Background: an optimization exercise with open tools, aiming at small area, a short achievable clock period and few clock cycles. Do not read the settings as production practice. Where RTL was checked, it was by simulation tests only, not by an equivalence proof against the original. The RTL of run 1 was laid out without a check of its function. Power figures rest on the tool's default switching activity, not on a simulated workload.

`flow/run.sh`:
```
#!/bin/bash
# synth_recipe.tcl (not shown) runs the flow's synth.tcl, then flattens the netlist and writes it again
# the make line also repeats each setting of config.mk as NAME=value (left out here)
make -C /OpenROAD-flow-scripts/flow DESIGN_CONFIG=/design/flow/config.mk WORK_HOME=/design/flow/orfs CLKGATE_MAP_FILE= SYNTH_SCRIPT=/design/flow/synth_recipe.tcl finish
```
`flow/config.mk`:
```
export PLATFORM = sky130hd
export DESIGN_NAME = div_unit
export DESIGN_NICKNAME = div_unit
export VERILOG_FILES = /design/flow/design.v
export SDC_FILE = /design/flow/constraint.sdc
export NUM_CORES = 4
export LEC_CHECK = 0
export CAP_MARGIN = 20
export CORE_MARGIN = 2
export CORE_UTILIZATION = 40
export SETUP_SLACK_MARGIN = 2.8
export SLEW_MARGIN = 20
```
`flow/constraint.sdc`:
```
create_clock -name core_clock -period 6.5 [get_ports {clk}]
set_input_delay 1.3000 -clock core_clock [delete_from_list [all_inputs] [get_ports {clk}]]
set_output_delay 1.3000 -clock core_clock [all_outputs]
set_load 0.01 [all_outputs]
```
`flow/design.v`:
```
module clz_unit
    #(
        parameter WIDTH = 32
    )
    (
        input logic[WIDTH-1:0] clz_input,
        output logic[$clog2(WIDTH)-1:0] clz,
        output logic zero,
        output logic one_hot  
    );
    localparam TREE_WIDTH = 2**$clog2(WIDTH);
    localparam TREE_CLZ_WIDTH = $clog2(WIDTH)-1;
    localparam HALF_TREE_WIDTH = TREE_WIDTH/2;
    localparam WIDTH_DIFFERENCE = TREE_WIDTH - WIDTH;
    generate if (WIDTH == 2) begin : gen_base_case
            assign zero = ~(clz_input[1] | clz_input[0]);
            assign clz[0] = ~clz_input[1] & clz_input[0];
            assign one_hot = clz_input[1] ^ clz_input[0];
        end
        else begin : gen_recursive
            logic[TREE_WIDTH-1:0] padded_input;
            if (WIDTH_DIFFERENCE != 0)  
                assign padded_input = {clz_input, {WIDTH_DIFFERENCE{1'b0}}};
            else
                assign padded_input = clz_input;
            logic[TREE_CLZ_WIDTH-1:0] upper_clz;
            logic[TREE_CLZ_WIDTH-1:0] lower_clz;
            logic upper_zero;
            logic lower_zero;
            logic upper_one_hot;
            logic lower_one_hot;
            assign zero = upper_zero & lower_zero;
            assign one_hot = (upper_one_hot & lower_zero) | (upper_zero & lower_one_hot);
            assign clz[$clog2(WIDTH)-1] = upper_zero;
            clz_unit #(.WIDTH(HALF_TREE_WIDTH)) upper_tree (
                .clz_input(padded_input[TREE_WIDTH-1:HALF_TREE_WIDTH]),
                .clz(upper_clz),
                .zero(upper_zero),
                .one_hot(upper_one_hot)
            );
            clz_unit #(.WIDTH(HALF_TREE_WIDTH)) lower_tree (
                .clz_input(padded_input[HALF_TREE_WIDTH-1:0]),
                .clz(lower_clz),
                .zero(lower_zero),
                .one_hot(lower_one_hot)
            );
            for (genvar i = 0; i < TREE_CLZ_WIDTH; i++)  
                assign clz[i] = (~upper_zero & upper_clz[i]) | (upper_zero & lower_clz[i]);
        end
    endgenerate
endmodule
module div_core
    (
        input logic [31:0] remainder,
        input logic [31:0] divisor_e,
        input logic c,
        output logic [31:0] remainder_next,
        output logic [1:0] quotient_bits
    );
    logic [34:0] r;
    logic [34:0] e;
    logic [34:0] e2;
    logic [34:0] t1;
    logic [34:0] t2;
    logic [34:0] t3;
    logic [34:0] s3;
    logic [34:0] c3;
    assign r = {3'b0, remainder};
    assign e = {3'b111, divisor_e};
    assign e2 = {e[33:0], c};
    assign s3 = r ^ e ^ e2;
    assign c3 = {(r[33:0] & e[33:0]) | (r[33:0] & e2[33:0]) | (e[33:0] & e2[33:0]), c};
    div_add add1 (.a(r), .b(e), .cin(c), .sum(t1));
    div_add add2 (.a(r), .b(e2), .cin(c), .sum(t2));
    div_add add3 (.a(s3), .b(c3), .cin(c), .sum(t3));
    logic fits1;
    logic fits2;
    logic fits3;
    logic [31:0] fit_1_or_hold;
    logic [31:0] fit_below_3;
    assign fits1 = ~t1[34];
    assign fits2 = ~t2[34];
    assign fits3 = ~t3[34];
    assign quotient_bits = {fits2, fits3 | (fits1 & ~fits2)};
    assign fit_1_or_hold = (t1[31:0] & {32{fits1}}) | (remainder & {32{~fits1}});
    assign fit_below_3 = fits2 ? t2[31:0] : fit_1_or_hold;
    assign remainder_next = fits3 ? t3[31:0] : fit_below_3;
endmodule
module div_add
    (
        input logic [34:0] a,
        input logic [34:0] b,
        input logic cin,
        output logic [34:0] sum
    );
    localparam N = 35;
    logic [N-1:0] g0;
    logic [N-1:0] p0;
    logic [N-1:0] g;
    logic [N-1:0] p;
    logic [N-1:0] gn;
    logic [N-1:0] pn;
    logic [N-1:0] carry;
    always_comb begin
        g0 = a & b;
        p0 = a ^ b;
        g0[0] = g0[0] | (p0[0] & cin);
        g = g0;
        p = p0;
        for (int i = 1; i < N; i += 2) begin
            g[i] = g0[i] | (p0[i] & g0[i-1]);
            p[i] = p0[i] & p0[i-1];
        end
        for (int d = 2; d < N; d *= 2) begin
            gn = g;
            pn = p;
            for (int i = 1; i < N; i += 2) begin
                if (i - d >= 1) begin
                    gn[i] = g[i] | (p[i] & g[i-d]);
                    pn[i] = p[i] & p[i-d];
                end
            end
            g = gn;
            p = pn;
        end
        carry = g;
        for (int i = 2; i < N; i += 2)
            carry[i] = g0[i] | (p0[i] & g[i-1]);
        sum[0] = p0[0] ^ cin;
        for (int i = 1; i < N; i++)
            sum[i] = p0[i] ^ carry[i-1];
    end
endmodule
module div_unit
    (
        input logic clk,
        input logic rst,
        input logic init_clear,
        input logic instruction_issued_with_rd,
        input logic [4:0] issue_rd_addr,
        input logic [1:0] issue_fn3,
        input logic [4:0] issue_rs1_addr,
        input logic [4:0] issue_rs2_addr,
        input logic [31:0] rs1,
        input logic [31:0] rs2,
        input logic issue_new_request,
        input logic [3:0] issue_id,
        output logic issue_ready,
        input logic wb_ack,
        output logic wb_done,
        output logic [3:0] wb_id,
        output logic [31:0] wb_rd
    );
    localparam logic [2:0] IDLE = 3'd0;
    localparam logic [2:0] ALIGN = 3'd1;
    localparam logic [2:0] RUN = 3'd2;
    localparam logic [2:0] POW2 = 3'd3;
    localparam logic [2:0] POST = 3'd4;
    localparam logic [2:0] DONE = 3'd5;
    logic [2:0] state;
    logic [31:0] rem_r;      
    logic [31:0] div_r;      
    logic [31:0] quo_r;      
    logic [3:0] count;
    logic negate_dividend;
    logic negate_divisor;
    logic negate_quotient;
    logic remainder_op;
    logic [5:0] dividend_clz_r;
    logic [5:0] divisor_clz_r;
    logic divisor_neg_pow2;
    logic divisor_pow2;
    function automatic logic [31:0] negate(input logic [31:0] x);
        logic [31:0] lower_or;
        logic [31:0] next_or;
        lower_or = x;
        for (int l = 0; l < 5; l++) begin
            next_or = lower_or;
            for (int i = 0; i < 32; i++)
                if ((i >> l) & 1)
                    next_or[i] = lower_or[i] | lower_or[((i >> l) << l) - 1];
            lower_or = next_or;
        end
        negate[0] = x[0];
        for (int i = 1; i < 32; i++)
            negate[i] = x[i] ^ lower_or[i-1];
    endfunction
    logic [4:0] prev_div_rs1_addr;
    logic [4:0] prev_div_rs2_addr;
    logic prev_div_signed;
    logic prev_div_result_valid;
    logic signed_divop;
    logic div_op_reuse;
    assign signed_divop = ~issue_fn3[0];
    always_ff @(posedge clk) begin
        if (issue_new_request) begin
            prev_div_rs1_addr <= issue_rs1_addr;
            prev_div_rs2_addr <= issue_rs2_addr;
            prev_div_signed <= signed_divop;
        end
    end
    assign div_op_reuse = {prev_div_result_valid, prev_div_signed, prev_div_rs1_addr, prev_div_rs2_addr} == {1'b1, signed_divop, issue_rs1_addr, issue_rs2_addr};
    always_ff @ (posedge clk) begin
        if (rst)
            prev_div_result_valid <= 0;
        else if (issue_new_request)
            prev_div_result_valid <= ~((issue_rd_addr == issue_rs1_addr) | (issue_rd_addr == issue_rs2_addr));
        else if ((instruction_issued_with_rd & ((issue_rd_addr == prev_div_rs1_addr) | (issue_rd_addr == prev_div_rs2_addr))) | init_clear)
            prev_div_result_valid <= 0;
    end
    logic neg_rs1;
    logic neg_rs2;
    logic [4:0] rs1_clz;
    logic [4:0] rs2_clz;
    logic rs1_clz_zero;
    logic rs2_clz_zero;
    logic rs2_one_hot;
    logic [5:0] dividend_clz;
    logic [5:0] divisor_clz;
    logic rs2_neg_pow2;
    logic rs2_pos_pow2;
    assign neg_rs1 = signed_divop & rs1[31];
    assign neg_rs2 = signed_divop & rs2[31];
    clz_unit #(.WIDTH(32)) rs1_clz_block (
        .clz_input(rs1[31] ? {~rs1[30:0], 1'b1} : rs1),
        .clz(rs1_clz),
        .zero(rs1_clz_zero),
        .one_hot()
    );
    clz_unit #(.WIDTH(32)) rs2_clz_block (
        .clz_input(rs2 ^ {32{rs2[31]}}),
        .clz(rs2_clz),
        .zero(rs2_clz_zero),
        .one_hot(rs2_one_hot)
    );
    assign dividend_clz = (rs1[31] & ~signed_divop) ? 6'd0 : {rs1_clz_zero, rs1_clz & {5{~rs1_clz_zero}}};
    assign divisor_clz = (rs2[31] & ~signed_divop) ? 6'd0 : {rs2_clz_zero, rs2_clz & {5{~rs2_clz_zero}}};
    assign rs2_neg_pow2 = neg_rs2 & ~|(~rs2[31:1] & rs2[30:0]);
    assign rs2_pos_pow2 = ~neg_rs2 & (rs2[31] ? ~|rs2[30:0] : rs2_one_hot);
    logic [6:0] clz_delta;
    logic divisor_zero;
    logic [4:0] divisor_log2;
    assign clz_delta = {1'b0, divisor_clz_r} - {1'b0, dividend_clz_r};
    assign divisor_zero = divisor_clz_r[5] & ~negate_divisor;
    assign divisor_log2 = ~divisor_clz_r[4:0] + {4'b0, divisor_neg_pow2};
    logic [31:0] rem_next;
    logic [1:0] quotient_bits;
    div_core divider_block (
        .remainder(rem_r),
        .divisor_e(div_r),
        .c(~negate_divisor),
        .remainder_next(rem_next),
        .quotient_bits(quotient_bits)
    );
    logic [31:0] rem_reversed;
    logic [31:0] shift_in;
    logic [31:0] shift_out;
    logic [31:0] shift_out_reversed;
    logic [4:0] shift_amount;
    logic [31:0] low_mask;
    always_comb begin
        for (int i = 0; i < 32; i++) begin
            rem_reversed[i] = rem_r[31-i];
            shift_out_reversed[i] = shift_out[31-i];
        end
    end
    assign shift_in = divisor_pow2 ? rem_reversed : div_r;
    assign shift_amount = divisor_pow2 ? divisor_log2 : {clz_delta[4:1], 1'b0}; 
    assign shift_out = shift_in << shift_amount;
    assign low_mask = ~(32'hffffffff << divisor_log2);
    logic start;
    logic quotient_zero;
    logic post_needed;
    logic wb_done_r;
    logic pow2_now;
    assign issue_ready = (state == IDLE) | wb_ack;
    assign start = issue_new_request & ~div_op_reuse;
    assign quotient_zero = divisor_zero | clz_delta[6];
    assign wb_done = wb_done_r | (state == ALIGN & quotient_zero);
    assign post_needed = negate_dividend | negate_quotient;
    assign pow2_now = (state == ALIGN & divisor_pow2 & ~negate_dividend) | (state == POW2);
    always_ff @ (posedge clk) begin
        if (rst) begin
            state <= IDLE;
            wb_done_r <= 0;
        end
        else if (issue_new_request) begin
            state <= div_op_reuse ? DONE : ALIGN;
            wb_done_r <= div_op_reuse;
        end
        else begin
            case (state)
                ALIGN : begin
                    if (quotient_zero) begin
                        state <= wb_ack ? IDLE : DONE;
                        wb_done_r <= ~wb_ack;
                    end
                    else if (divisor_pow2 & ~negate_dividend) begin
                        state <= post_needed ? POST : DONE;
                        wb_done_r <= ~post_needed;
                    end
                    else
                        state <= divisor_pow2 ? POW2 : RUN;
                end
                RUN : begin
                    if (count == 0) begin
                        state <= post_needed ? POST : DONE;
                        wb_done_r <= ~post_needed;
                    end
                end
                POW2 : state <= POST;
                POST : begin
                    state <= DONE;
                    wb_done_r <= 1;
                end
                DONE : begin
                    if (wb_ack) begin
                        state <= IDLE;
                        wb_done_r <= 0;
                    end
                end
                default : state <= IDLE;
            endcase
        end
    end
    always_ff @ (posedge clk) begin
        if (issue_new_request) begin
            wb_id <= issue_id;
            remainder_op <= issue_fn3[1];
        end
        if (start) begin
            negate_dividend <= neg_rs1;
            negate_divisor <= neg_rs2;
            negate_quotient <= neg_rs1 ^ neg_rs2;
            dividend_clz_r <= dividend_clz;
            divisor_clz_r <= divisor_clz;
            divisor_neg_pow2 <= rs2_neg_pow2;
            divisor_pow2 <= rs2_neg_pow2 | rs2_pos_pow2;
        end
    end
    logic [31:0] rem_negated;
    logic [31:0] rem_update;
    logic rem_take_mask;
    logic rem_take_negated;
    logic rem_take_next;
    logic rem_take_hold;
    assign rem_negated = negate(rem_r);
    assign rem_take_mask = pow2_now;
    assign rem_take_negated = (state == ALIGN & ~divisor_pow2 & negate_dividend & ~quotient_zero) |
                              (state == ALIGN & divisor_pow2 & negate_dividend & ~quotient_zero) |
                              (state == POST & negate_dividend);
    assign rem_take_next = (state == RUN);
    assign rem_take_hold = ~(rem_take_mask | rem_take_negated | rem_take_next);
    assign rem_update = (rem_r & low_mask & {32{rem_take_mask}}) |
                        (rem_negated & {32{rem_take_negated}}) |
                        (rem_next & {32{rem_take_next}}) |
                        (rem_r & {32{rem_take_hold}});
    always_ff @ (posedge clk) begin
        if (start)
            rem_r <= rs1;
        else
            rem_r <= rem_update;
    end
    logic [31:0] div_update;
    logic div_take_aligned;
    logic div_take_shifted;
    logic div_take_hold;
    assign div_take_aligned = (state == ALIGN);
    assign div_take_shifted = (state == RUN);
    assign div_take_hold = ~(div_take_aligned | div_take_shifted);
    assign div_update = ((shift_out ^ {32{~negate_divisor}}) & {32{div_take_aligned}}) |
                        ({2'b11, div_r[31:2]} & {32{div_take_shifted}}) |
                        (div_r & {32{div_take_hold}});
    always_ff @ (posedge clk) begin
        if (start)
            div_r <= rs2;
        else
            div_r <= div_update;
    end
    always_ff @ (posedge clk) begin
        if (start)
            quo_r <= {32{~|rs2}};
        else if (pow2_now)
            quo_r <= shift_out_reversed;
        else if (state == RUN)
            quo_r <= {quo_r[29:0], quotient_bits};
        else if (state == POST & negate_quotient)
            quo_r <= negate(quo_r);
    end
    always_ff @ (posedge clk) begin
        if (state == ALIGN)
            count <= clz_delta[4:1];
        else if (state == RUN)
            count <= count - 1;
    end
    assign wb_rd = remainder_op ? rem_r : quo_r;
endmodule
```
==> results of run 1 <==
-- final cells by class --
class                   instances  area [sq um]
multi-input cells            1810         14660
repair buffers                259          2482
flip-flops and latches        138          3498
clock inverters                15         212.7
inverters                     136         524.3
clock buffers                  17         425.4
well taps                     600         750.7
fillers                      4284         22640
-- power by group through the flow --
stage / logic (uW) / clock network (uW) / registers [uW]
finish: 4400 / 1120 / 1330
global route: 4680 / 1150 / 1340
CTS: 4040 / 1120 / 1320
detailed placement: 3680 / 0 / 1340
global placement: 3670 / 0 / 1340
floorplan: 2460 / 0 / 1200
-- cells in the final DEF (no fill, tap or decap), drive strengths merged, types with 12 or more instances in the layout --
master         synthesis  layout
fa                    82      82
ha                   127     127
inv                  134     139
edfxtp                69      69
clkbuf               111      21
a2111oi               15      15
a21o                  36      36
nand2                137     137
dfxtp                 69      69
o211ai                21      21
mux2i                 95      95
a21oi                175     175
nand2b                13      13
and2                  17      17
o31ai                 21      21
clkdlybuf4s50          0     124
xnor2                 75      75
buf                   16     129
nor2b                 12      12
a311oi                14      14
o21a                  21      21
o221ai                13      13
nor2                 152     153
xor2                  54      54
o22ai                 33      33
o21ai                157     157
a221o                 15      15
mux2                  84      85
o21bai                13      13
nor3b                 13      13
nand3                 78      78
a31oi                 30      30
nor3                  62      62
a211oi                31      31
a221oi                27      27
nand4                 22      22
or3                   17      17
-- worst max-delay path, stage by stage (launching register included) --
cell,delay [ns]
sky130_fd_sc_hd__edfxtp_1,0.47
sky130_fd_sc_hd__inv_8,0.05
sky130_fd_sc_hd__fa_2,0.37
sky130_fd_sc_hd__fa_2,0.41
sky130_fd_sc_hd__a211oi_2,0.26
sky130_fd_sc_hd__o21bai_2,0.13
sky130_fd_sc_hd__o41a_1,0.39
sky130_fd_sc_hd__o211a_1,0.23
sky130_fd_sc_hd__or3_4,0.33
sky130_fd_sc_hd__a21o_1,0.16
sky130_fd_sc_hd__a21o_1,0.19
sky130_fd_sc_hd__a21boi_2,0.16
sky130_fd_sc_hd__inv_1,0.07
sky130_fd_sc_hd__fa_2,0.53
sky130_fd_sc_hd__a2111oi_2,0.07
sky130_fd_sc_hd__a2111o_1,0.47
sky130_fd_sc_hd__a21oi_2,0.16
-- state kept, by name, summed over array words and instances (netlist names), 3 cells and up --
signal,cells
state,3
prev_div_rs2_addr,5
dividend_clz_r,6
prev_div_rs1_addr,5
quo_r,32
div_r,32
divisor_clz_r,6
rem_r,32
count,4
wb_id,4
-- layer usage --
metal  track usage  up-vias  wire, microns
li1              -     8611              -
met1        0.4397     9417          32530
met5             0        -             13
met2        0.4961     1194          34340
met4        0.1388        2           3718
met3       0.06318      205           8028
-- metrics by stage --
stage	worst slack (ns)	instances	hold WS [ns]	utilization	instance area [sq um]
floorplan	2.218	2207	0.5081	-	18330
global placement	1.728	2853	0.5440	0.4485	20270
detailed placement	1.594	2853	0.5578	0.4485	20270
CTS	2.062	2946	0.5582	0.4856	21940
global route	1.903	2975	0.5946	0.4991	22550
finish	1.999	2975	0.5569	0.4991	22550
-- path summary, 6_finish.rpt --
kind                                   to  slack, ns  cells after the start
worst max-delay path            rem_r[22]       2.00                     16
worst min-delay path            wb_done_r       0.56                      2
worst max register to register  rem_r[22]       2.00                     16
worst min register to register  wb_done_r       0.56                      2
-- logic make-up (layout without fill, tap and decap cells) --
logic type               after synthesis  after routing  share of synthesized area
AND/OR/NAND/NOR                      571            574                     0.1523
flip-flops                           138            138                     0.1892
buffers and inverters                263            427                    0.05443
XOR/XNOR                             129            129                    0.06190
adder cells (fa/ha/maj)              209            209                     0.1770
multiplexers                         179            180                     0.1039
AO/OA/AOI/OAI                        718            718                     0.2612
-- what timing repair did --
| action | 4_1_cts | 5_1_grt |
|---|---|---|
| cloned | 5 | 0 |
| setup buffers | 56 | 29 |
| setup endpoints to repair | 128 | 116 |
| pin swaps | 62 | 64 |
| gates resized for setup | 159 | 101 |
==> summary.txt, run 1 <==
The critical path class is flop to flop. TritonCTS built the clock tree. In this run the worst hold path is classified as flop to flop.

The area growth from synthesis to layout is 23.55%. The count of buffers inserted at the top-level ports was 128. The largest area contributor in the synthesized netlist was sky130_fd_sc_hd__edfxtp_1. Summed over all nets, the switching power comes to 3300 uW. The routability congestion estimate from global placement is 0.9858, and the number of nets produced by synthesis is 2,507. The number of nets in the layout is 2,662, and the effective utilization at floorplan is 0.4039. Fraction of layout instances using a drive strength above 1: 0.1827. In this run the most critical hold path is launched from wb_done_r. The tools report the maximum number of pins on one net before global-route repair as 62.

For the residual overflow from global routing, the log shows 0. The number of setup violations in the final report was 0; the die footprint was 47,360 sq um. The final HPWL from detailed placement was 59,680 microns; the vertical extent of the die was 217.6 microns. Cell internal power was estimated by the tool at 3558 uW. The worst relative slew slack was 0.4029. In the post-synthesis netlist, the cell with the most instances is sky130_fd_sc_hd__a21oi_1.

For this design the static power due to leakage is 0.008893 uW. The number of rows created at floorplan came out at 78. In the post-synthesis netlist, the biggest area contributors are sky130_fd_sc_hd__edfxtp_1, sky130_fd_sc_hd__fa_1, sky130_fd_sc_hd__ha_1, sky130_fd_sc_hd__dfxtp_1, sky130_fd_sc_hd__mux2i_1. Counting along the longest clock path gives a buffer depth of 2.

The sequential share of the synthesized area is 0.1892. The transition time at the pin with the least slew margin was 0.8956 ns; the number of inserted diodes was 0. The combinational cell fraction of total power is 0.642, and the final critical delay including setup and external delays is 4.501 ns. The tools report the clock sink total as 138. By count the netlist is led by sky130_fd_sc_hd__a21oi_1, sky130_fd_sc_hd__nor2_1, sky130_fd_sc_hd__o21ai_0, sky130_fd_sc_hd__nand2_1, sky130_fd_sc_hd__inv_1. The cell at the root of the clock tree is sky130_fd_sc_hd__clkbuf_16. Synthesis produced a netlist whose cell count is 2,207. The worst register-to-register path begins at negate_divisor.

The overall routing resource usage was 0.3227; the switching power share of the total was 0.4812. During synthesis, Yosys emitted a total of 2 warnings. The power share of the sequential group was 0.194. The count of flip-flops with a built-in enable after synthesis came out at 69. For this run, the leading register cell type out of synthesis is sky130_fd_sc_hd__edfxtp_1. The number of DRC markers in iteration 0 is 2,464. CTS built an H-tree with a depth of 4. The critical path starts at negate_divisor. The run gives 222.2 MHz as the highest achievable clock rate.

The run gives 0 as the count of antenna-violating nets left after detailed routing. The synthesized netlist occupies a cell area of 18,250 sq um. The number of hold violations in the final report is 0, and the post-route fraction of the period consumed by the critical path is 0.6925. After detailed routing, the total wire length is 78,630 microns.

At the worst endpoint, the required time is 6.88 ns. For this design the top-level I/O count stands at 129. In this run the worst path has a maximum fanout of 3.

Data arrival time at the worst-slack endpoint: 4.89 ns. The top-area cell type share of the netlist area is 0.1135, and the count of cell types in the netlist is 84. The logs give 0.0002364 V for the maximum vdd drop and 6 for the number of optimization iterations in the first detailed-route pass. The async set or reset register ratio after synthesis was 0. The number of hold buffers added after CTS was 0; the via count of the first global-routing pass was 18,380. The first global-routing pass estimated 115,000 microns of wire. Number of antenna violations at the first check in global routing: 1. Across all layers, the routed design uses 19,430 vias. Dividing total power by cell area gives a power density of 304.1 nW/um^2. Setup total negative slack on the finished layout was measured at 0 ns. The clock power share is 0.164. The total power is 6858 uW.

STA classifies the critical path endpoint as a flop. The region available for standard cell placement spans 45,190 sq um. TritonCTS created 17 clock buffers. The die width is 217.6 microns.

The flow ran to the end and the layout has no timing, DRC or antenna violations. The register bit count reported by yosys works out to 138. The logs give 0.46 ns for the clock latency on the worst-skew pair and 0 for the number of max-cap violations.

In this run the mean area of a mapped cell was 8.270 sq um. Kind of launch point of the worst setup path: a flop. For the max-slew violation count, the log shows 0.

Setup repair after global routing could not meet its margin everywhere. The post-CTS clock slew at the launch and capture registers of the worst setup and hold paths came out at 0.07 ns. The routed wire length per instance was 26.43 microns.

For the final database, setup skew stands at 0.01887 ns. The average vias per placed instance was 6.531; the total DRC errors in the routed layout was 0.
==> run 2, diff against run 1 <==
--- a/flow/design.v
+++ b/flow/design.v
@@ -54,5 +54,4 @@
         input logic [31:0] remainder,
         input logic [31:0] divisor_e,
-        input logic c,
         output logic [31:0] remainder_next,
         output logic [1:0] quotient_bits
@@ -68,10 +67,10 @@
     assign r = {3'b0, remainder};
     assign e = {3'b111, divisor_e};
-    assign e2 = {e[33:0], c};
+    assign e2 = {e[33:0], 1'b0};
     assign s3 = r ^ e ^ e2;
-    assign c3 = {(r[33:0] & e[33:0]) | (r[33:0] & e2[33:0]) | (e[33:0] & e2[33:0]), c};
-    div_add add1 (.a(r), .b(e), .cin(c), .sum(t1));
-    div_add add2 (.a(r), .b(e2), .cin(c), .sum(t2));
-    div_add add3 (.a(s3), .b(c3), .cin(c), .sum(t3));
+    assign c3 = {(r[33:0] & e[33:0]) | (r[33:0] & e2[33:0]) | (e[33:0] & e2[33:0]), 1'b0};
+    div_add add1 (.a(r), .b(e), .sum(t1));
+    div_add add2 (.a(r), .b(e2), .sum(t2));
+    div_add add3 (.a(s3), .b(c3), .sum(t3));
     logic fits1;
     logic fits2;
@@ -91,5 +90,4 @@
         input logic [34:0] a,
         input logic [34:0] b,
-        input logic cin,
         output logic [34:0] sum
     );
@@ -105,5 +103,4 @@
         g0 = a & b;
         p0 = a ^ b;
-        g0[0] = g0[0] | (p0[0] & cin);
         g = g0;
         p = p0;
@@ -127,5 +124,5 @@
         for (int i = 2; i < N; i += 2)
             carry[i] = g0[i] | (p0[i] & g[i-1]);
-        sum[0] = p0[0] ^ cin;
+        sum[0] = p0[0];
         for (int i = 1; i < N; i++)
             sum[i] = p0[i] ^ carry[i-1];
@@ -249,5 +246,4 @@
         .remainder(rem_r),
         .divisor_e(div_r),
-        .c(~negate_divisor),
         .remainder_next(rem_next),
         .quotient_bits(quotient_bits)
@@ -369,10 +365,10 @@
     assign div_take_shifted = (state == RUN);
     assign div_take_hold = ~(div_take_aligned | div_take_shifted);
-    assign div_update = ((shift_out ^ {32{~negate_divisor}}) & {32{div_take_aligned}}) |
+    assign div_update = (shift_out & {32{div_take_aligned}}) |
                         ({2'b11, div_r[31:2]} & {32{div_take_shifted}}) |
                         (div_r & {32{div_take_hold}});
     always_ff @ (posedge clk) begin
         if (start)
-            div_r <= rs2;
+            div_r <= neg_rs2 ? rs2 : negate(rs2);
         else
             div_r <= div_update;
--- a/flow/config.mk
+++ b/flow/config.mk
@@ -9,4 +9,4 @@
 export CORE_MARGIN = 2
 export CORE_UTILIZATION = 40
-export SETUP_SLACK_MARGIN = 2.8
+export SETUP_SLACK_MARGIN = 2.0
 export SLEW_MARGIN = 20
==> run 2 against run 1 <==
Net effect: still clean on timing, DRC and antenna; core utilization down 3.7 points; via count down 4.7%; final cell count down 0.20%; critical path depth down 3; first-iteration DRC count down 6.5%; critical path type unchanged; highest routed layer is now met4.
==> summary.txt, run 2 <==
The critical path class was flop to flop. Sorting the synthesized cells by area gives the leading types as sky130_fd_sc_hd__edfxtp_1, sky130_fd_sc_hd__ha_1, sky130_fd_sc_hd__fa_1, sky130_fd_sc_hd__dfxtp_1, sky130_fd_sc_hd__a21oi_1. The most common cell in the netlist was sky130_fd_sc_hd__nor2_1. The logs give 18,520 (-4.7%) for the total vias in the final route and 55,370 microns (-7.2%) for the final HPWL from detailed placement. The post-CTS clock slew at the launch and capture registers of the worst setup and hold paths was 0.07 ns (about the same). The most used flip-flop cell after synthesis is sky130_fd_sc_hd__edfxtp_1.

The register bit count reported by yosys works out to 138 (unchanged). The async set or reset register ratio after synthesis was 0 (unchanged). The maximum number of pins on one net before global-route repair is 65 (+4.8%).

Setup repair after global routing left no endpoint under its margin. The post-synthesis instance area was 18,430 sq um (+0.97%). For the required time of the worst setup path, the log shows 6.89 ns (about the same). The overall routing resource usage is 0.2968 (-0.02590), and the vertical extent of the die is 218.7 microns (+0.48%).

Count of cell types in the netlist: 90 (+7.1%). The number of hold buffers added after CTS was 0 (unchanged); the count of flip-flops with a built-in enable after synthesis was 69 (unchanged). The power per unit of standard cell area was 308.3 nW/um^2 (+1.4%); the die footprint was 47,810 sq um (+0.95%). The number of nets produced by synthesis was 2,608 (+4.0%).

The worst hold path belongs to the class flop to flop. The run gives 0.48 ns (+0.02 ns) as the clock latency on the worst-skew pair. The worst stage delay on the critical path is 0.83 ns (+0.30 ns).

Synthesis warning total: 2 (unchanged). In the final layout, the registers with the most flip-flops are div_r x32, quo_r x32, rem_r x32. The max-slew violation count was 0 (unchanged); the transition time at the pin with the least slew margin was 1.008 ns (+0.1126 ns). For the maximum vdd drop, the log shows 0.0001693 V (-28%).

The number of buffers added by the clock tree synthesis step came out at 17 (unchanged). The average vias per placed instance was 6.239 (-4.5%). The combinational family with the most area after synthesis was compound AO/OA/AOI/OAI gates. The total DRC errors in the routed layout was 0 (unchanged). The run gives 2,672 (+0.38%) as the number of nets in the layout. The routed wire length per instance is 23.94 microns (-9.4%). Final critical delay including setup and external delays: 4.351 ns (-0.1497 ns). The logs give 78 (unchanged) for the number of rows created at floorplan and 45,380 sq um (+0.43%) for the floorplan core area.

In the layout the commonest cells are sky130_fd_sc_hd__nor2_1, sky130_fd_sc_hd__nand2_1, sky130_fd_sc_hd__a21oi_1, sky130_fd_sc_hd__ha_1, sky130_fd_sc_hd__inv_1. The post-synthesis area per instance was 8.045 sq um (-2.7%); the first-pass GRT wire length was 107,400 microns (-6.6%). The residual overflow from global routing came out at 0 (unchanged).

The share of synthesized cell area in and, or, nand and nor gates is 0.1659 (+0.01360). Cell with the most instances on the worst path: sky130_fd_sc_hd__o21ai_0. The xor and xnor area share after synthesis was 0.07889 (+0.01699); the worst relative slew slack was 0.3262 (-0.07672).

The worst setup skew after layout came out at 0.01642 ns (-0.002458 ns). The run gives 17,830 (-3.0%) as the via count of the first global-routing pass. The tools report the cell at the root of the clock tree as sky130_fd_sc_hd__clkbuf_16. The buffer levels on the longest clock path is 2 (unchanged), and the synthesis-to-finish area growth is 13.66%. The kind of launch point of the worst setup path was a flop. The worst hold-check slack is 0.5035 ns (-0.05338 ns), and the die width is 218.7 microns (+0.48%). The complex-gate fraction of the synthesized area works out to 0.2432 (-0.01806). The clock sink total was 138 (unchanged); the routability congestion estimate from global placement was 0.9856 (about the same).

The commonest cells after synthesis are sky130_fd_sc_hd__nor2_1, sky130_fd_sc_hd__nand2_1, sky130_fd_sc_hd__a21oi_1, sky130_fd_sc_hd__ha_1, sky130_fd_sc_hd__inv_1. The run gives 0 (unchanged) as the count of antenna-violating nets left after detailed routing. The number of DRC markers in iteration 0 was 2,303 (-6.5%). The tools report the effective utilization at floorplan as 0.4061 (+0.002178). The fraction of layout instances using a drive strength above 1 works out to 0.07221 (-0.1105). TritonCTS built the clock tree. The synthesized design spends more area on one cell type than any other, namely sky130_fd_sc_hd__edfxtp_1. The leakage power figure was 0.008593 uW (-3.4%). The signal on the critical path passes through ha_1 > a21o_1 > a21oi_1 > o21ai_0 > and3_1 > a41oi_2 > and2_1 > o21a_1 > o21ai_0 > fa_1 > xor2_1 > a32oi_1 > a31oi_1.

The critical path buffer and inverter count was 0 (-2). The tools report the critical path endpoint category as a flop. The top-area cell type share of the netlist area was 0.1124 (-0.001094); the H-tree depth was 4 (unchanged). The tools report the highest achievable clock rate as 229.8 MHz (+3.4%). The logs give 0 ns (unchanged) for the setup TNS after final layout and 0 (unchanged) for the number of max-cap violations. The post-route fraction of the period consumed by the critical path came out at 0.6694 (-0.02302). The run gives 2,291 (+3.8%) as the gate count after technology mapping. The cell family contributing the most delay on the critical path is compound AO/OA/AOI/OAI gates. The multiplexer fraction of the synthesized cell area works out to 0.08181 (-0.02212). The number of setup violations in the final report came out at 0 (unchanged).

Data arrival time at the worst-slack endpoint: 4.75 ns (-0.14 ns). The aggregate routed wire length came out at 71,090 microns (-9.6%). The peak fanout along the critical path was 11 (+8); the number of antenna violations at the first check in global routing was 1 (unchanged). The synthesized-area fraction occupied by adder cells works out to 0.1852 (+0.008205). The count of buffers inserted at the top-level ports works out to 128 (unchanged). The run gives 0.1874 (-0.001824) as the sequential share of the synthesized area. The number of optimization iterations in the first detailed-route pass is 8 (+2). Commonest non-fill, non-tap cell in the layout: sky130_fd_sc_hd__nor2_1.

The number of hold violations in the final report was 0 (unchanged). The flow ran to the end and the layout has no timing, DRC or antenna violations. The number of top-level pins was 129 (unchanged).

The slowest stage of the critical path is the sky130_fd_sc_hd__dfxtp_1 cell.
-- run 2: final cells by class --
| cell class | instances | area, sq um |
|---|---|---|
| Antenna cell | 1 | 2.502 |
| Clock buffer | 17 | 425.4 |
| Clock inverter | 15 | 177.7 |
| Fill cell | 4517 | 24430 |
| Inverter | 147 | 553.0 |
| Multi-Input combinational cell | 1883 | 13970 |
| Sequential cell | 138 | 3463 |
| Tap cell | 600 | 750.7 |
| Timing Repair Buffer | 168 | 1605 |
-- run 2: what timing repair did --
| action | 4_1_cts | 5_1_grt |
|---|---|---|
| setup endpoints to repair | 22 | 34 |
| cloned | 0 | 0 |
| resized for setup | 4 | 13 |
| pin swaps | 0 | 2 |
| setup buffers | 0 | 5 |
-- run 2: power breakdown --
| group | total, uW | internal (uW) | switching [uW] |
|---|---|---|---|
| registers | 1400 | 1040 | 359 |
| logic | 4010 | 1630 | 2380 |
| clock network | 1050 | 581 | 469 |
| total | 6460 | 3250 | 3200 |
-- run 2: worst reg2reg max path: stages, from the launching register on --
cell                      delay [ns]
sky130_fd_sc_hd__dfxtp_1        0.83
sky130_fd_sc_hd__ha_1           0.43
sky130_fd_sc_hd__a21o_1         0.21
sky130_fd_sc_hd__a21oi_1        0.19
sky130_fd_sc_hd__o21ai_0        0.34
sky130_fd_sc_hd__and3_1         0.33
sky130_fd_sc_hd__a41oi_2        0.26
sky130_fd_sc_hd__and2_1         0.23
sky130_fd_sc_hd__o21a_1         0.23
sky130_fd_sc_hd__o21ai_0        0.15
sky130_fd_sc_hd__fa_1           0.42
sky130_fd_sc_hd__xor2_1         0.31
sky130_fd_sc_hd__a32oi_1        0.17
sky130_fd_sc_hd__a31oi_1        0.18
-- run 2: worst paths after layout --
kind	end	startpoint	slack, ns	cells after the start
max	rem_r[29]	rem_r[13]	2.15	13
min reg2reg	prev_div_result_valid	prev_div_result_valid	0.50	2
min	prev_div_result_valid	prev_div_result_valid	0.50	2
max reg2reg	rem_r[29]	rem_r[13]	2.15	13
-- run 2: metrics by stage --
| step | power [uW] | utilization | worst slack (ns) | cells | area, sq um |
|---|---|---|---|---|---|
| 6_report | 6458 | 0.4616 | 2.149 | 2969 | 20950 |
| 5_1_grt | 6883 | 0.4615 | 1.993 | 2968 | 20950 |
| 4_1_cts | 6357 | 0.4597 | 2.002 | 2963 | 20860 |
| 3_5_place_dp | 5278 | 0.4460 | 1.767 | 2931 | 20240 |
| 3_3_place_gp | 5226 | 0.4460 | 1.849 | 2931 | 20240 |
| 2_1_floorplan | 3954 | - | 2.711 | 2291 | 18430 |
-- run 2: metal layers --
layer  vias to the layer above  global-route usage  part of all wire
met5                         -                   0                 0
met4                         0              0.1568             0.055
met3                       177             0.03994             0.084
met2                      1001              0.4709              0.45
met1                      8853              0.3921              0.41
li1                       8492                   -                 -
-- run 2: cell families after synthesis --
| logic type | after synthesis |
|---|---|
| simple gates | 655 |
| fa+ha+maj | 226 |
| compound gates | 692 |
| xor+xnor | 166 |
| flops | 138 |
| mux | 144 |
| buf+inv | 270 |
Testbench counts of run 2, summed over its fixed seeds: cycles 36,528.
==> run 3, diff against run 2 <==
--- a/flow/config.mk
+++ b/flow/config.mk
@@ -9,4 +9,4 @@
 export CORE_MARGIN = 2
 export CORE_UTILIZATION = 40
-export SETUP_SLACK_MARGIN = 2.0
+export SETUP_SLACK_MARGIN = 3.2
 export SLEW_MARGIN = 20
==> run 3 against run 2 <==
Net effect: final cell count increased by 5.2%; global-route usage rose by 2.9 points; wire length increased by 13%; sequential share of layout area is 1.7 points lower; first-iteration DRC count increased by 6.6%; clock skew grew 0.0030 ns; sequential cell count did not move; highest routed layer unchanged.
==> summary.txt, run 3 <==
The flow ran to the end and the layout has no timing, DRC or antenna violations. The routed wire length per instance is 25.68 microns (+7.2%). In the post-synthesis netlist, the cell with the most instances is sky130_fd_sc_hd__nor2_1. The count of cell types in the netlist is 90 (unchanged), and the number of antenna violations at the first check in global routing is 0 (-1).

After synthesis, the largest family of logic cells by area is compound AO/OA/AOI/OAI gates. The clock latency on the worst-skew pair was 0.49 ns (about the same); the buffer levels on the longest clock path was 2 (unchanged). The logs give 4 (unchanged) for the H-tree depth and 0 (unchanged) for the total DRC errors in the routed layout. Synthesis-to-finish area growth: 30.18%. The via count of the first global-routing pass was 18,800 (+5.5%).

Maximum number of pins on one net before global-route repair: 64 (-1.5%). The largest area contributor in the synthesized netlist was sky130_fd_sc_hd__edfxtp_1. The worst stage delay on the critical path is 0.58 ns (-0.25 ns). The worst hold-check slack is 0.5071 ns (+0.003569 ns).

Multiplexer fraction of the synthesized cell area: 0.08181 (unchanged). The power per unit of standard cell area works out to 316.4 nW/um^2 (+2.6%). The logs give 45,380 sq um (unchanged) for the floorplan core area and 0 (unchanged) for the number of max-cap violations. The flip-flop and latch area was 3566 sq um (+3.0%).

Cell with the most instances on the worst path: sky130_fd_sc_hd__o211ai_1. The die width was 218.7 microns (unchanged). The run gives 0.3256 (+0.02873) as the overall routing resource usage. For the residual overflow from global routing, the log shows 0 (unchanged). The tools report the aggregate routed wire length as 80,170 microns (+13%). Sequential share of the synthesized area: 0.1874 (unchanged). The first-pass GRT wire length came out at 116,800 microns (+8.8%).

The transition time at the pin with the least slew margin was 1.000 ns (-0.008013 ns). The number of inserted diodes was 0 (-1). The start point of the worst hold path was prev_div_result_valid. On the critical path the largest part of the delay comes from compound AO/OA/AOI/OAI gates. The required time of the worst setup path is 6.91 ns (+0.02 ns). The tools report the clock power share as 0.129 (-0.034). In the final layout, the registers with the most flip-flops are div_r x32, quo_r x32, rem_r x32.

The vertical extent of the die was 218.7 microns (unchanged). The post-detailed-placement cell area is 20,450 sq um (+1.1%), and the leakage power figure is 0.009911 uW (+15%). The logs give 17 (unchanged) for the number of buffers added by the clock tree synthesis step and 0.9929 (+0.74%) for the routability congestion estimate from global placement.

The share of synthesized cell area in and, or, nand and nor gates came out at 0.1659 (unchanged). The clock sink total came out at 138 (unchanged). The run gives 19,760 (+6.7%) as the total vias in the final route. The peak fanout along the critical path works out to 4 (-7). Among all stages on the critical path, the largest delay is contributed by sky130_fd_sc_hd__fa_1. For the power share of the sequential group, the log shows 0.183 (-0.034). For the number of setup violations in the final report, the log shows 0 (unchanged). The count of flip-flops with a built-in enable after synthesis is 69 (unchanged). The maximum vdd drop was 0.0001781 V (+5.2%); the switching power share of the total was 0.4930 (-0.003228).

The average vias per placed instance is 6.331 (+1.5%), and the worst setup skew after layout is 0.01943 ns (+0.003018 ns). The number of optimization iterations in the first detailed-route pass was 7 (-1). For the highest achievable clock rate, the log shows 256.5 MHz (+12%).

The run gives 4,199 (-7.0%) as the number of filler instances in the final layout. The tools report the number of nets produced by synthesis as 2,608 (unchanged). The top-area cell type share of the netlist area came out at 0.1124 (unchanged). Path category of the worst min-delay check: flop to flop. The tools report the reg-to-reg critical path startpoint as div_r[2]. STA classifies the critical path startpoint as a flop. The number of hold violations in the final report is 0 (unchanged), and the internal power is 3849 uW (+18%).

Setup TNS after final layout: 0 ns (unchanged). The register bit count reported by yosys was 138 (unchanged); the final critical delay including setup and external delays was 3.898 ns (-0.4533 ns). The tools report the critical path endpoint category as a flop. The data arrival time at the worst-slack endpoint is 4.31 ns (-0.44 ns).

Fraction of layout instances using a drive strength above 1: 0.2296 (+0.1574). The final HPWL from detailed placement is 57,190 microns (+3.3%), and the synthesized-area fraction occupied by adder cells is 0.1852 (unchanged). The logs give 18,430 sq um (unchanged) for the post-synthesis instance area and 0 (unchanged) for the max-slew violation count. The worst relative slew slack was 0.3281 (+0.001839).

The number of DRC markers in iteration 0 was 2,454 (+6.6%); the async set or reset register ratio after synthesis was 0 (unchanged). The top cell types in the final layout, fill and taps aside, are sky130_fd_sc_hd__nor2_1, sky130_fd_sc_hd__nand2_1, sky130_fd_sc_hd__a21oi_1, sky130_fd_sc_hd__buf_4, sky130_fd_sc_hd__inv_1. The cell sitting at the root of the clock tree is a sky130_fd_sc_hd__clkbuf_16.

The post-CTS clock slew at the launch and capture registers of the worst setup and hold paths is 0.08 ns (about the same). Most used flip-flop cell after synthesis: sky130_fd_sc_hd__edfxtp_1. The number of top-level pins is 129 (unchanged).

The gate count after technology mapping is 2,291 (unchanged), and the count of buffers inserted at the top-level ports is 128 (unchanged). By count the netlist is led by sky130_fd_sc_hd__nor2_1, sky130_fd_sc_hd__nand2_1, sky130_fd_sc_hd__a21oi_1, sky130_fd_sc_hd__ha_1, sky130_fd_sc_hd__inv_1. The count of antenna-violating nets left after detailed routing is 0 (unchanged), and the number of rows created at floorplan is 78 (unchanged).

The area occupied by multi-input gates was 15,470 sq um (+11%). The die footprint is 47,810 sq um (unchanged), and the effective utilization at floorplan is 0.4061 (unchanged). TritonCTS built the clock tree. The complex-gate fraction of the synthesized area was 0.2432 (unchanged); the number of nets in the layout was 2,826 (+5.8%).

The post-route fraction of the period consumed by the critical path is 0.5997 (-0.06974). The critical path goes through inv_4 > fa_1 > inv_2 > ha_4 > a211oi_4 > o21ai_4 > o2111a_2 > o22ai_4 > o211ai_1 > buf_4 > buf_6 > a31o_4 > a21oi_4 > fa_2 > a2bb2oi_1 > o211ai_1. The post-synthesis area per instance is 8.045 sq um (unchanged). For the combinational cell fraction of total power, the log shows 0.688 (+0.067).

In this run the worst setup path begins at div_r[2]. The critical path buffer and inverter count is 4 (+4). The tools report the non-filler instance count after layout as 3,122 (+5.2%).

Setup repair after global routing could not meet its margin everywhere. Sorting the synthesized cells by area gives the leading types as sky130_fd_sc_hd__edfxtp_1, sky130_fd_sc_hd__ha_1, sky130_fd_sc_hd__fa_1, sky130_fd_sc_hd__dfxtp_1, sky130_fd_sc_hd__a21oi_1. Critical path class: flop to flop. The post-route cell area was 23,990 sq um (+15%); the synthesis warning total was 2 (unchanged). For the net switching power, the log shows 3742 uW (+17%).

The post-placement cell count was 2,942 (+0.38%). Xor and xnor area share after synthesis: 0.07889 (unchanged). The commonest non-fill, non-tap cell in the layout is sky130_fd_sc_hd__nor2_1.
run 3: cell counts after synthesis:
No cell type changed its count.
run 3: power groups by stage:
| stage | combinational [uW] | clock [uW] | sequential, uW |
|---|---|---|---|
| 6_report | 5220 | 980 | 1390 |
| 5_1_grt | 5570 | 1020 | 1390 |
| 4_1_cts | 4690 | 986 | 1360 |
| 3_5_place_dp | 3980 | 0 | 1370 |
| 3_3_place_gp | 3950 | 0 | 1360 |
| 2_1_floorplan | 2760 | 0 | 1230 |
run 3: cell families (layout without fill, tap and decap cells):
logic type               Yosys count  after routing
adder cells (fa/ha/maj)          226            226
flip-flops                       138            138
XOR/XNOR                         166            166
AO/OA/AOI/OAI                    692            693
buffers and inverters            270            491
AND/OR/NAND/NOR                  655            660
multiplexers                     144            148
run 3: cell type report:
type	count	share of cell area
Multi-Input combinational cell	1893	0.6448
Sequential cell	138	0.1486
Timing Repair Buffer	312	0.1281
Tap cell	600	0.03129
Inverter	147	0.02415
Clock buffer	19	0.01804
Clock inverter	13	0.005007
run 3: worst min-delay path: stages, from the launching register on:
cell and delay (ns):
sky130_fd_sc_hd__dfxtp_1 0.31, sky130_fd_sc_hd__nand4b_1 0.08, sky130_fd_sc_hd__a21oi_1 0.06
run 3: timing repair:
action                     4_1_cts  5_1_grt
setup endpoints to repair      168      123
resized for setup              307      200
buffers inserted                75       57
cloned                          11        5
hold buffers                     0        0
pin swaps                       79       75
run 3: path summary, 6_finish.rpt:
path,to,slack (ns),depth (start not counted)
hold / removal,prev_div_result_valid,0.51,2
setup / recovery,rem_r[28],2.60,16
hold reg to reg,prev_div_result_valid,0.51,2
setup reg to reg,rem_r[28],2.60,16
run 3: per-layer routing:
layer,GRT usage,part of all wire,vias to the layer above
met5,0,0,-
met4,0.2113,0.066,0
met3,0.06291,0.098,278
met2,0.5104,0.45,1152
met1,0.4081,0.38,9523
li1,-,-,8811
run 3: stage by stage:
step                worst slack [ns]    util  total power [uW]
floorplan                      3.124       -              3993
global placement               1.951  0.4507              5317
detailed placement             1.915  0.4507              5355
CTS                            2.701  0.5015              7039
global route                   2.541  0.5287              7978
finish                         2.602  0.5287              7590
==> run 4, diff against run 3 <==
--- a/flow/config.mk
+++ b/flow/config.mk
@@ -8,5 +8,5 @@
 export CAP_MARGIN = 20
 export CORE_MARGIN = 2
-export CORE_UTILIZATION = 40
-export SETUP_SLACK_MARGIN = 3.2
+export CORE_UTILIZATION = 60
+export SETUP_SLACK_MARGIN = 2.4
 export SLEW_MARGIN = 20
==> run 4 against run 3 <==
Net effect: maximum frequency fell by 4.4%; power fell by 12%; setup slack got worse by 0.18 ns; sequential cell count did not move; non-clock buffer count fell by 137.
==> summary.txt, run 4 <==
The critical path in this run is classified as primary input to flop. The count of buffers inserted at the top-level ports works out to 128 (unchanged). Maximum number of pins on one net before global-route repair: 71 (+11%). The tools report the maximum vdd drop as 0.0002034 V (+14%).

In the layout the commonest cells are sky130_fd_sc_hd__nor2_1, sky130_fd_sc_hd__nand2_1, sky130_fd_sc_hd__a21oi_1, sky130_fd_sc_hd__ha_1, sky130_fd_sc_hd__inv_1. The post-route cell area is 20,950 sq um (-13%), and the synthesis warning total is 2 (unchanged). Setup repair after global routing could not meet its margin everywhere. The reg-to-reg critical path startpoint was rem_r[6]. The internal reg-to-reg setup slack is 2.50 ns (-0.10 ns), and the post-synthesis area per instance is 8.045 sq um (unchanged).

The peak fanout along the critical path came out at 16 (+12). Leaving out fill and tap cells, the most frequent cell in the layout is sky130_fd_sc_hd__nor2_1. The worst setup path is captured at a flop. Number of nets produced by synthesis: 2,608 (unchanged). The effective utilization at floorplan was 0.6057 (+0.1996); the H-tree depth was 4 (unchanged).

For the overall routing resource usage, the log shows 0.4379 (+0.1123). The routed wire length per instance was 25.88 microns (+0.80%). TritonCTS built the clock tree. From synthesis to final layout, the design area changed by 13.67%. The tightest min-delay check is of the flop to flop type. The clock sink total was 138 (unchanged). The count of cell types in the netlist was 90 (unchanged). The logs give 0 ns (unchanged) for the setup TNS after final layout and 19,980 sq um (-2.3%) for the post-detailed-placement cell area. The tools report the sequential share of the synthesized area as 0.1874 (unchanged). The number of max-cap violations was 0 (unchanged); the post-synthesis instance area was 18,430 sq um (unchanged). The residual overflow from global routing is 0 (unchanged). The run gives 0.46 ns (-0.03 ns) as the clock latency on the worst-skew pair. For the total vias in the final route, the log shows 19,420 (-1.8%).

Counting instances in the post-synthesis netlist gives the leading cell types as sky130_fd_sc_hd__nor2_1, sky130_fd_sc_hd__nand2_1, sky130_fd_sc_hd__a21oi_1, sky130_fd_sc_hd__ha_1, sky130_fd_sc_hd__inv_1. The run gives 1.035 (+4.2%) as the routability congestion estimate from global placement. The average vias per placed instance was 6.989 (+10%); the floorplan core area was 30,430 sq um (-33%). The run gives 32,130 sq um (-33%) as the die footprint. The final critical delay including setup and external delays is 4.076 ns (+0.1779 ns). Traced cell by cell, the critical path runs through clkdlybuf4s50_1 > inv_1 > ha_1 > nor3b_2 > nand4b_1 > nor4_4 > nand2_1 > nor2_2 > nand3_2 > or3_4 > o21ai_0.

The run gives 9 (+2) as the number of optimization iterations in the first detailed-route pass. The number of hold violations in the final report came out at 0 (unchanged). Most used flip-flop cell after synthesis: sky130_fd_sc_hd__edfxtp_1. The worst setup path is launched from a primary input.

The terminating pin of the worst hold path was prev_div_result_valid. Vertical extent of the die: 179.3 microns (-18%). Yosys instantiated no cell more often than sky130_fd_sc_hd__nor2_1. The run gives 53,530 microns (-6.4%) as the final HPWL from detailed placement. The largest registers in the layout are div_r x32, quo_r x32, rem_r x32. The number of antenna violations at the first check in global routing is 3 (+3). The gate count after technology mapping was 2,291 (unchanged). The worst stage delay on the critical path was 0.53 ns (-0.05 ns). The run finished with no timing, DRC or antenna violations.

In the post-synthesis netlist, the biggest area contributors are sky130_fd_sc_hd__edfxtp_1, sky130_fd_sc_hd__ha_1, sky130_fd_sc_hd__fa_1, sky130_fd_sc_hd__dfxtp_1, sky130_fd_sc_hd__a21oi_1. The number of DRC markers in iteration 0 is 2,590 (+5.5%). The transition time at the pin with the least slew margin is 1.091 ns (+0.09097 ns), and the aggregate routed wire length is 71,910 microns (-10%). The power per unit of standard cell area was 317.6 nW/um^2 (+0.39%). For this design, the slowest cell found on the critical path is sky130_fd_sc_hd__or3_4. The logs give 2 (unchanged) for the buffer levels on the longest clock path and 64 (-18%) for the number of rows created at floorplan. The cell depth of the worst min-delay path is 2 (unchanged), and the number of hold buffers added after CTS is 0 (unchanged). The root buffer cell chosen for the clock tree is sky130_fd_sc_hd__clkbuf_16. The number of cells on the worst reg-to-reg path is 15 (-1), and the worst setup skew after layout is 0.01491 ns (-0.004521 ns). The count of flip-flops with a built-in enable after synthesis is 69 (unchanged). The highest achievable clock rate was 245.3 MHz (-4.4%); the number of nets in the layout was 2,681 (-5.1%). For the via count of the first global-routing pass, the log shows 17,900 (-4.8%). The data arrival time at the worst-slack endpoint was 4.35 ns (+0.04 ns). First-pass GRT wire length: 105,200 microns (-9.9%).

The logs give 0 (unchanged) for the number of setup violations in the final report and 0.008647 uW (-13%) for the leakage power figure. Fraction of layout instances using a drive strength above 1: 0.09255 (-0.1370). The worst register-to-register path ends at rem_r[21]. The register bit count reported by yosys was 138 (unchanged); the worst relative slew slack was 0.2701 (-0.05798).

Async set or reset register ratio after synthesis: 0 (unchanged). For the number of top-level pins, the log shows 129 (unchanged). The required time of the worst setup path is 6.78 ns (-0.13 ns). The post-route fraction of the period consumed by the critical path is 0.6271 (+0.02737). The top-area cell type share of the netlist area came out at 0.1124 (unchanged).

In this run the most critical hold path is launched from prev_div_result_valid. Number of buffers added by the clock tree synthesis step: 17 (unchanged). For the max-slew violation count, the log shows 0 (unchanged).

The die width came out at 179.3 microns (-18%). The post-CTS clock slew at the launch and capture registers of the worst setup and hold paths was 0.06 ns (-0.02 ns). For the total DRC errors in the routed layout, the log shows 0 (unchanged). The largest area contributor in the synthesized netlist was sky130_fd_sc_hd__edfxtp_1. Count of antenna-violating nets left after detailed routing: 0 (unchanged).
-- run 4: layout make-up --
cell class / count / area (sq um)
inverter: 147 / 560.5
timing repair buffer: 175 / 1637
sequential: 138 / 3496
multi-input combinational: 1885 / 14140
antenna: 5 / 12.51
clock inverter: 13 / 166.4
fill: 2579 / 9479
tap: 396 / 495.5
clock buffer: 19 / 442.9
-- run 4: worst max-delay path: cells and delay by family --
family,cells,cell delay [ns]
adders and majority gates,1,0.17
buffers and inverters,2,0.60
AOI/OAI and AO/OA,1,0.13
and+or+nand+nor,7,2.14
-- run 4: cell families after synthesis --
logic type	Yosys count	synth area share
AO/OA/AOI/OAI	692	0.2432
XOR/XNOR	166	0.07889
adder cells (fa/ha/maj)	226	0.1852
buffers and inverters	270	0.05764
flip-flops	138	0.1874
multiplexers	144	0.08181
AND/OR/NAND/NOR	655	0.1659
-- run 4: what timing repair did --
action,4_1_cts,5_1_grt
resized for setup,32,46
buffers inserted,7,5
pin swaps,6,8
setup endpoints to repair,85,103
gates cloned,0,2
hold endpoints to repair,0,0
-- run 4: how the worst max path moves through the flow --
stage | from | end | slack [ns] | cells after the start
floorplan | rs2[31] | divisor_pow2 | 2.71 | 15
global placement | rem_r[2] | rem_r[25] | 1.77 | 14
detailed placement | rem_r[2] | rem_r[25] | 1.67 | 14
CTS | divisor_clz_r[0] | wb_done | 2.41 | 8
global route | rs2[0] | quo_r[6] | 2.29 | 11
finish | rs2[0] | quo_r[9] | 2.42 | 11
-- run 4: through the flow --
step                      utilization  setup WS, ns  hold slack, ns  instances  power [uW]
after detailed placement       0.6566         1.669          0.4919       2727        5232
after global routing           0.6881         2.293          0.5277       2773        6982
after floorplan                     -         2.711          0.4594       2291        3954
after CTS                      0.6814         2.410          0.5120       2766        6348
after global placement         0.6566         1.770          0.4821       2727        5152
final                          0.6885         2.424          0.5166       2778        6654
-- run 4: power by group --
| group | total, uW | internal (uW) | switching, uW | leakage [uW] |
|---|---|---|---|---|
| sequential | 1410 | 1050 | 369 | 0.00127 |
| combinational | 4180 | 1690 | 2490 | 0.00709 |
| clock | 1060 | 617 | 444 | 0.000290 |
| total | 6650 | 3350 | 3300 | 0.00865 |
-- run 4: per-layer routing --
metal	track usage	vias up	wire, microns
li1	-	8514	-
met4	0.3028	2	5771
met2	0.6555	1418	30960
met3	0.1238	397	8783
met1	0.5435	9084	26370
met5	0	-	13
==> run 5, diff against run 4 <==
--- a/flow/config.mk
+++ b/flow/config.mk
@@ -8,5 +8,5 @@
 export CAP_MARGIN = 20
 export CORE_MARGIN = 2
-export CORE_UTILIZATION = 60
+export CORE_UTILIZATION = 40
 export SETUP_SLACK_MARGIN = 2.4
 export SLEW_MARGIN = 20
==> run 5 against run 4 <==
Net effect: die area increased by 49%; core utilization decreased by 22 points; still clean on timing, DRC and antenna; first-iteration DRC count decreased by 5.6%; wire length rose by 0.40%; largest power group unchanged; final cell count grew 7.2%; cell area grew 1.2%; via count decreased by 3.6%; global-route usage down 14 points; sequential power hardly changed; highest routed layer is now met4; sequential share of layout area fell by 0.11 points.
==> summary.txt, run 5 <==
The logs give 107,600 microns (+2.3%) for the first-pass GRT wire length and 2,931 (+7.5%) for the post-placement cell count. The number of hold buffers added after CTS is 0 (unchanged). The power share of the sequential group is 0.214 (about the same). STA classifies the critical path endpoint as a flop. Number of inserted diodes: 0 (-5).

H-tree depth: 4 (unchanged). The biggest area contributor in the post-synthesis netlist is sky130_fd_sc_hd__edfxtp_1. The logs give 252.1 MHz (+2.8%) for the highest achievable clock rate and 0 (unchanged) for the count of antenna-violating nets left after detailed routing. Leaving out fill and tap cells, the most frequent cells in the layout are sky130_fd_sc_hd__nor2_1, sky130_fd_sc_hd__nand2_1, sky130_fd_sc_hd__a21oi_1, sky130_fd_sc_hd__ha_1, sky130_fd_sc_hd__inv_1. The tools report the number of DRC markers in iteration 0 as 2,446 (-5.6%). For the required time of the worst setup path, the log shows 6.84 ns (+0.06 ns). The logs give 0 (unchanged) for the number of max-cap violations and 0.4061 (-0.1996) for the effective utilization at floorplan. The count of buffers inserted at the top-level ports came out at 128 (unchanged). For the synthesis warning total, the log shows 2 (unchanged).

The post-CTS clock slew at the launch and capture registers of the worst setup and hold paths was 0.07 ns (about the same). The max-slew violation count was 0 (unchanged). The run finished with no timing, DRC or antenna violations.

For this design, the slowest cell found on the critical path is sky130_fd_sc_hd__dfxtp_1. The number of top-level pins is 129 (unchanged), and the vertical extent of the die is 218.7 microns (+22%). The commonest non-fill, non-tap cell in the layout is sky130_fd_sc_hd__nor2_1. Async set or reset register ratio after synthesis: 0 (unchanged). The run gives 45,380 sq um (+49%) as the floorplan core area. Share of the core filled with cells in the final layout: 0.4670 (-0.2215). The largest registers in the layout are div_r x32, quo_r x32, rem_r x32.

The transition time at the pin with the least slew margin came out at 1.022 ns (-0.06931 ns). The number of buffers added by the clock tree synthesis step is 17 (unchanged). The fraction of layout instances using a drive strength above 1 works out to 0.09630 (+0.003746). The number of nets produced by synthesis was 2,608 (unchanged). Most common cell in the netlist: sky130_fd_sc_hd__nor2_1.

The run gives 0.0001855 V (-8.8%) as the maximum vdd drop. Non-filler instance count after layout: 2,978 (+7.2%). The post-synthesis area per instance came out at 8.045 sq um (unchanged). The switching power share of the total works out to 0.4953 (-0.001113).

The clock sink total was 138 (unchanged); the combinational cell fraction of total power was 0.626 (-0.002). The logs give 1 (-2) for the number of antenna violations at the first check in global routing and 17,880 (-0.084%) for the via count of the first global-routing pass. The number of nets in the layout is 2,682 (+0.037%), and the final critical delay including setup and external delays is 3.966 ns (-0.1100 ns).

The die footprint is 47,810 sq um (+49%). The path class of the tightest hold or removal check is flop to flop. The tools report the number of rows created at floorplan as 78 (+22%). For the aggregate routed wire length, the log shows 72,190 microns (+0.40%). The number of hold violations in the final report was 0 (unchanged); the worst setup skew after layout was 0.01153 ns (-0.003379 ns). Setup repair after global routing could not meet its margin everywhere. The synthesis-to-finish area growth is 14.99%, and the final HPWL from detailed placement is 55,370 microns (+3.4%). The internal power is 3315 uW (-1.1%). For the total DRC errors in the routed layout, the log shows 0 (unchanged). The power per unit of standard cell area was 309.9 nW/um^2 (-2.4%); the data arrival time at the worst-slack endpoint was 4.31 ns (-0.04 ns). For the routability congestion estimate from global placement, the log shows 0.9856 (-4.7%). The tree is rooted in a sky130_fd_sc_hd__clkbuf_16.

The top-area cell type share of the netlist area is 0.1124 (unchanged). Among all flip-flop cells after synthesis, the most frequent one is sky130_fd_sc_hd__edfxtp_1. The number of optimization iterations in the first detailed-route pass is 9 (unchanged), and the sequential share of the synthesized area is 0.1874 (unchanged). By count the netlist is led by sky130_fd_sc_hd__nor2_1, sky130_fd_sc_hd__nand2_1, sky130_fd_sc_hd__a21oi_1, sky130_fd_sc_hd__ha_1, sky130_fd_sc_hd__inv_1. The die width works out to 218.7 microns (+22%). The buffer levels on the longest clock path was 2 (unchanged). The setup path with the least slack is of type flop to flop. The post-route fraction of the period consumed by the critical path was 0.6101 (-0.01692). The average vias per placed instance was 6.287 (-10%).

The clock power share was 0.160 (about the same). The maximum number of pins on one net before global-route repair is 65 (-8.5%). The logs give 0.3171 (+0.04703) for the worst relative slew slack and 18,720 (-3.6%) for the total vias in the final route. The count of cell types in the netlist was 90 (unchanged); the register bit count reported by yosys was 138 (unchanged).

The clock latency on the worst-skew pair was 0.47 ns (about the same). The tools report the leakage power figure as 0.008663 uW (+0.19%). Walking the worst path, the cells encountered are ha_1 > nand2_1 > nor3_1 > nand4_1 > o21ai_2 > a41oi_2 > and2_1 > o21a_1 > fa_1 > xor2_1 > mux2i_1 > a221oi_1 > o21ai_0.

STA classifies the critical path startpoint as a flop. The run gives 0 (unchanged) as the residual overflow from global routing. TritonCTS built the clock tree. The worst stage delay on the critical path was 0.81 ns (+0.28 ns). The peak fanout along the critical path is 12 (-4). For the gate count after technology mapping, the log shows 2,291 (unchanged). The net switching power is 3254 uW (-1.5%), and the count of flip-flops with a built-in enable after synthesis is 69 (unchanged). Routed wire length per instance: 24.24 microns (-6.3%). The number of setup violations in the final report is 0 (unchanged), and the setup TNS after final layout is 0 ns (unchanged). The post-synthesis instance area was 18,430 sq um (unchanged). The total power was 6569 uW (-1.3%).

By area the synthesized netlist is led by sky130_fd_sc_hd__edfxtp_1, sky130_fd_sc_hd__ha_1, sky130_fd_sc_hd__fa_1, sky130_fd_sc_hd__dfxtp_1, sky130_fd_sc_hd__a21oi_1. The overall routing resource usage came out at 0.2978 (-0.1401).
run 5: timing repair:
action	CTS	global route
resized for setup	36	51
gates cloned	0	2
pin swaps	4	15
buffers inserted	5	8
endpoints found under the setup margin	36	69
run 5: final timing paths:
check        cells past startpoint               endpoint                   from  slack, ns
max                             13              rem_r[27]              rem_r[15]       2.53
min                              2  prev_div_result_valid  prev_div_result_valid       0.50
max reg2reg                     13              rem_r[27]              rem_r[15]       2.53
min reg2reg                      2  prev_div_result_valid  prev_div_result_valid       0.50
run 5: cells by family (layout without fill, tap and decap cells):
group	Yosys count	in the layout	synth area share
compound gates	692	692	0.2432
flops	138	138	0.1874
fa+ha+maj	226	226	0.1852
simple gates	655	657	0.1659
xor+xnor	166	166	0.07889
mux	144	144	0.08181
buf+inv	270	355	0.05764
run 5: stage by stage:
stage	worst slack [ns]	instance area [sq um]	hold WS (ns)
floorplan	2.711	18430	0.4594
global placement	1.849	20240	0.4749
detailed placement	1.767	20240	0.4909
CTS	2.326	20960	0.4990
global route	2.337	21190	0.5167
finish	2.534	21190	0.5038
run 5: final cells by class:
cell class / count / area, sq um
clock buffer: 17 / 425.4
multi-input combinational: 1885 / 14110
fill: 4495 / 24190
timing repair buffer: 176 / 1663
tap: 600 / 750.7
inverter: 147 / 553.0
clock inverter: 15 / 177.7
sequential: 138 / 3512
run 5: power by group through the flow:
| stage | logic (uW) | clock network (uW) | registers, uW |
|---|---|---|---|
| 2_1_floorplan | 2720 | 0 | 1230 |
| 3_3_place_gp | 3830 | 0 | 1390 |
| 4_1_cts | 3950 | 1060 | 1380 |
| 5_1_grt | 4470 | 1090 | 1410 |
| 3_5_place_dp | 3880 | 0 | 1400 |
| 6_report | 4110 | 1050 | 1410 |
run 5: metal layers:
metal	routed length (microns)	up-vias	global-route usage
met2	32880	1031	0.4732
met4	3825	0	0.1588
met1	29080	8998	0.3921
met3	6411	171	0.04008
li1	-	8522	-
met5	0	-	0
run 5: critical path: cells and delay by family, from the launching register on:
| kind | cells | cell delay, ns |
|---|---|---|
| flops | 1 | 0.81 |
| fa+ha+maj | 2 | 0.72 |
| compound gates | 5 | 1.26 |
| mux | 1 | 0.12 |
| xor+xnor | 1 | 0.17 |
| simple gates | 4 | 0.75 |

-- separate check: timing with driven ports --
Ports are ideal in the flow. The routed layouts listed here were re-timed in OpenROAD. Step 1: set_driving_cell puts a clkbuf_16 on clk and a buf_2 on each other input, an assumption about the parent block. Step 2, shift: input delay + t, output delay - t, t = (earliest + latest rising clock arrival at the registers) / 2. This alone moves slack from input paths to output paths. Slacks: ideal / step 1 / step 2; pairs: ideal / step 1.
run	shift t [ns]	slack for setup (ns)	worst data-port slew with drivers (ns)
run 1	0.504	1.999 / 1.999 / 1.999	0.06
run 2	0.522	2.149 / 2.149 / 1.980	0.05
run 3	0.530	2.602 / 2.602 / 2.602	0.06
run 4	0.506	2.424 / 2.424 / 1.953	0.05
run 5	0.517	2.534 / 2.534 / 2.167	0.05
After both steps every run listed still meets setup and hold. For run 4, which loses most, drivers alone change the setup slack by 0.000 ns; drivers and shift together by -0.471 ns.
